What follows belongs to an exercise in optimizing a design on an open flow for small area, a short achievable clock period and few clock cycles; a production flow would make more cautious choices. In this exercise RTL edits were held to simulation tests only and were not proved equivalent to the original. Power is estimated from default activity; no workload was simulated.

v18:
==> flow/design.v (excerpt) <==
module y86_pipe (
    input clk,
    input rst,
    output [8:0] imem_addr,
    input [79:0] imem_data,
    output [8:0] dmem_addr,
    output dmem_we,
    output [63:0] dmem_wdata,
    input [63:0] dmem_rdata,
    output [1:0] stat,
    input [3:0] dbg_sel,
    output [63:0] dbg_val
);
Settings: LEC_CHECK=0, CAP_MARGIN=20, CORE_MARGIN=2, CORE_UTILIZATION=60, SLEW_MARGIN=20, SYNTH_HIERARCHICAL=1; clock period 30.0 ns.
standard.sh (not shown) runs the stock make flow with config.mk's settings and CLKGATE_MAP_FILE= SYNTH_SCRIPT=/design/flow/synth_recipe.tcl, a recipe that flattens the netlist after the stock synthesis.
==> flow/flow/run.sh <==
#!/bin/bash
# The standard ORFS layout (the standard.sh), with:
#  - every port buffered with buf_2 instead of the default delay buffer,
#  - repair_timing asked to keep a large setup margin (the SDC is unchanged),
#  - a clock tree of clkbuf_8 with larger sink clusters and no dummy loads.
set -euo pipefail
bash standard.sh "BUFFER_PORTS_ARGS=-buffer_cell sky130_fd_sc_hd__buf_2" SETUP_SLACK_MARGIN=16.5 \
  "CTS_ARGS=-sink_clustering_enable -repair_clock_nets -buf_list sky130_fd_sc_hd__clkbuf_8 -sink_clustering_size 20 -dont_use_dummy_load" \
  finish > standard_flow.log 2>&1
v18 ran to completion and came out clean on the timing, design-rule and antenna checks.
Testbench counts of v18, summed over its fixed seeds: cycles 140,205.
Changes in v48 relative to v18:
- a change of CORE_UTILIZATION from 60 to 40
==> flow/run.sh (new file) <==
#!/bin/bash
# synth_recipe.tcl (not shown) runs the flow's synth.tcl, then flattens the netlist and writes it again
# the make line also repeats each setting of config.mk as NAME=value (left out here)
make -C /OpenROAD-flow-scripts/flow DESIGN_CONFIG=/design/flow/config.mk WORK_HOME=/design/flow/orfs CLKGATE_MAP_FILE= SYNTH_SCRIPT=/design/flow/synth_recipe.tcl finish
removed: flow/flow/run.sh
removed: flow/standard.sh
--- outcome ---
Initial antenna violation count was lower in v48 than in v18. Changes observed in v48 relative to v18: power share of the combinational group fell 4.0 points; global-route usage -17 points; non-clock buffer count lost about 33%; met1 routed wirelength after detailed routing grew by 8.2 mm; post-route cell area fell by about 2.2%.
Setup changes, v48 to v20
- CORE_UTILIZATION changed from 40 to 50
==> flow/flow/run.sh (new file) <==
#!/bin/bash
# The standard ORFS layout (the standard.sh), with every port buffered
# with buf_4 instead of the default delay buffer.
set -euo pipefail
bash standard.sh "BUFFER_PORTS_ARGS=-buffer_cell sky130_fd_sc_hd__buf_4" finish > standard_flow.log 2>&1
==> flow/standard.sh (new file) <==
#!/bin/bash
# synth_recipe.tcl (not shown) runs the flow's synth.tcl, then flattens the netlist and writes it again
# the make line also repeats each setting of config.mk as NAME=value (left out here)
make -C /OpenROAD-flow-scripts/flow DESIGN_CONFIG=/design/flow/config.mk WORK_HOME=/design/flow/orfs CLKGATE_MAP_FILE= SYNTH_SCRIPT=/design/flow/synth_recipe.tcl "${@:-finish}"
removed: flow/run.sh
--- outcome ---
Delta(power, v20 - v48) < 0. Cmp v20 and v48 / area share of buffers outside the clock network / lower: v20. Initial standard-cell utilization of the core on v20 is up relative to v48. Going from v48 to v20, detailed-placement wirelength estimate saw a decrease; critical path depth moved up.

y86_pipe, a different RTL version from the one above (not shown whole).
Size: about 4600 cells after synthesis, ~56000 um2 of cells after synthesis.
export LEC_CHECK = 0
export CAP_MARGIN = 20
export CORE_MARGIN = 2
export CORE_UTILIZATION = 55
export SLEW_MARGIN = 20
export SYNTH_HIERARCHICAL = 1
create_clock -name core_clock -period 30.0 [get_ports {clk}]
==> flow/flow/run.sh <==
#!/bin/bash
# The standard ORFS layout (the standard.sh), with:
#  - every port buffered with buf_1 instead of the default delay buffer,
#  - repair_timing asked to keep a large setup margin (the SDC is unchanged),
#  - a clock tree of clkbuf_16 with larger sink clusters and no dummy loads.
set -euo pipefail
bash standard.sh "BUFFER_PORTS_ARGS=-buffer_cell sky130_fd_sc_hd__buf_1" SETUP_SLACK_MARGIN=15 \
  "CTS_ARGS=-sink_clustering_enable -repair_clock_nets -buf_list sky130_fd_sc_hd__clkbuf_16 -sink_clustering_size 24 -sink_clustering_max_diameter 80 -dont_use_dummy_load" \
  finish > standard_flow.log 2>&1
The first run finished clean.
Testbench counts at the start, summed over its fixed seeds: cycles 140,205.
Next try:
==> flow/flow/run.sh (replaced) <==
#!/bin/bash
# The standard ORFS layout (the standard.sh), with:
#  - every port buffered with buf_2 instead of the default delay buffer,
#  - repair_timing asked to keep a large setup margin (the SDC is unchanged),
#  - a clock tree of clkbuf_8 with larger sink clusters and no dummy loads.
set -euo pipefail
bash standard.sh "BUFFER_PORTS_ARGS=-buffer_cell sky130_fd_sc_hd__buf_2" SETUP_SLACK_MARGIN=16.5 \
  "CTS_ARGS=-sink_clustering_enable -repair_clock_nets -buf_list sky130_fd_sc_hd__clkbuf_8 -sink_clustering_size 20 -dont_use_dummy_load" \
  finish > standard_flow.log 2>&1
Settings changed: CORE_UTILIZATION 55 to 60.
Effect:
- The changed run ran to the end with no violations
- design area came out higher by 10%
- global-route usage came out higher by 8.4 points
- wire length came out higher by 11%
- total power came out higher by 11%
- area after synthesis is unchanged
- clock power came out higher by 29%
- synthesized cell count stays the same
- setup slack improves by 1100 ps
- non-clock buffer count came out higher by 214
- die area came out lower by 8.2%
Next try:
==> flow/flow/run.sh (replaced) <==
#!/bin/bash
# The standard ORFS layout (the standard.sh), with:
#  - every port buffered with buf_1 instead of the default delay buffer,
#  - repair_timing asked to keep a large setup margin (the SDC is unchanged),
#  - a clock tree of clkbuf_16 with larger sink clusters and no dummy loads.
set -euo pipefail
bash standard.sh "BUFFER_PORTS_ARGS=-buffer_cell sky130_fd_sc_hd__buf_1" SETUP_SLACK_MARGIN=15.5 \
  "CTS_ARGS=-sink_clustering_enable -repair_clock_nets -buf_list sky130_fd_sc_hd__clkbuf_16 -sink_clustering_size 24 -sink_clustering_max_diameter 80 -dont_use_dummy_load" \
  finish > standard_flow.log 2>&1
Settings changed: CORE_UTILIZATION 60 to 55.
What happened: The new run completed without violations; core utilization came out lower by 12 points; sequential power came out lower by about 2%; final cell count came out lower by 3.4%; clock power came out lower by 22%; design area came out lower by 8.8%; count of clock-buffer cells in the layout came out lower by 115; non-clock buffer count came out lower by 206; synthesized cell count is unchanged.

[afterwards: timing with drivers on the ports]
The results above use ideal ports. As a check the final layouts listed here were re-extracted and re-timed, cells and wires unchanged. Step 1 assumes that a clkbuf_16 drives the clock port and a buf_2 every other input. Step 2 adds t to the input delays and takes it off the output delays; t is the mean of the earliest and latest rising clock arrival at the registers after step 1. Input paths then give back, and output paths get back, about the clock's delay inside the block. Slacks: ideal ports / drivers / drivers and shift; pairs: ideal ports / drivers.
run	shift t [ns]	slack for setup (ns)	worst setup path after step 2	clock arrival spread, ns
v18	0.935	16.039 / 15.966 / 15.547	input to register	0.115 / 0.115
v48	0.848	13.944 / 13.911 / 13.601	input to register	0.046 / 0.046
v20	0.821	13.963 / 14.019 / 13.198	input to register	0.037 / 0.038
the first run of note 2	0.786	15.006 / 14.977 / 14.726	input to register	0.076 / 0.076
the second run of note 2	0.964	16.057 / 15.984 / 15.532	input to register	0.121 / 0.121
the third run of note 2	0.788	15.469 / 15.441 / 14.994	input to register	0.082 / 0.082
After both steps every run listed still meets setup and hold. The setup slack of v20, which loses most, moves by +0.056 ns with the drivers and by -0.765 ns with both steps.
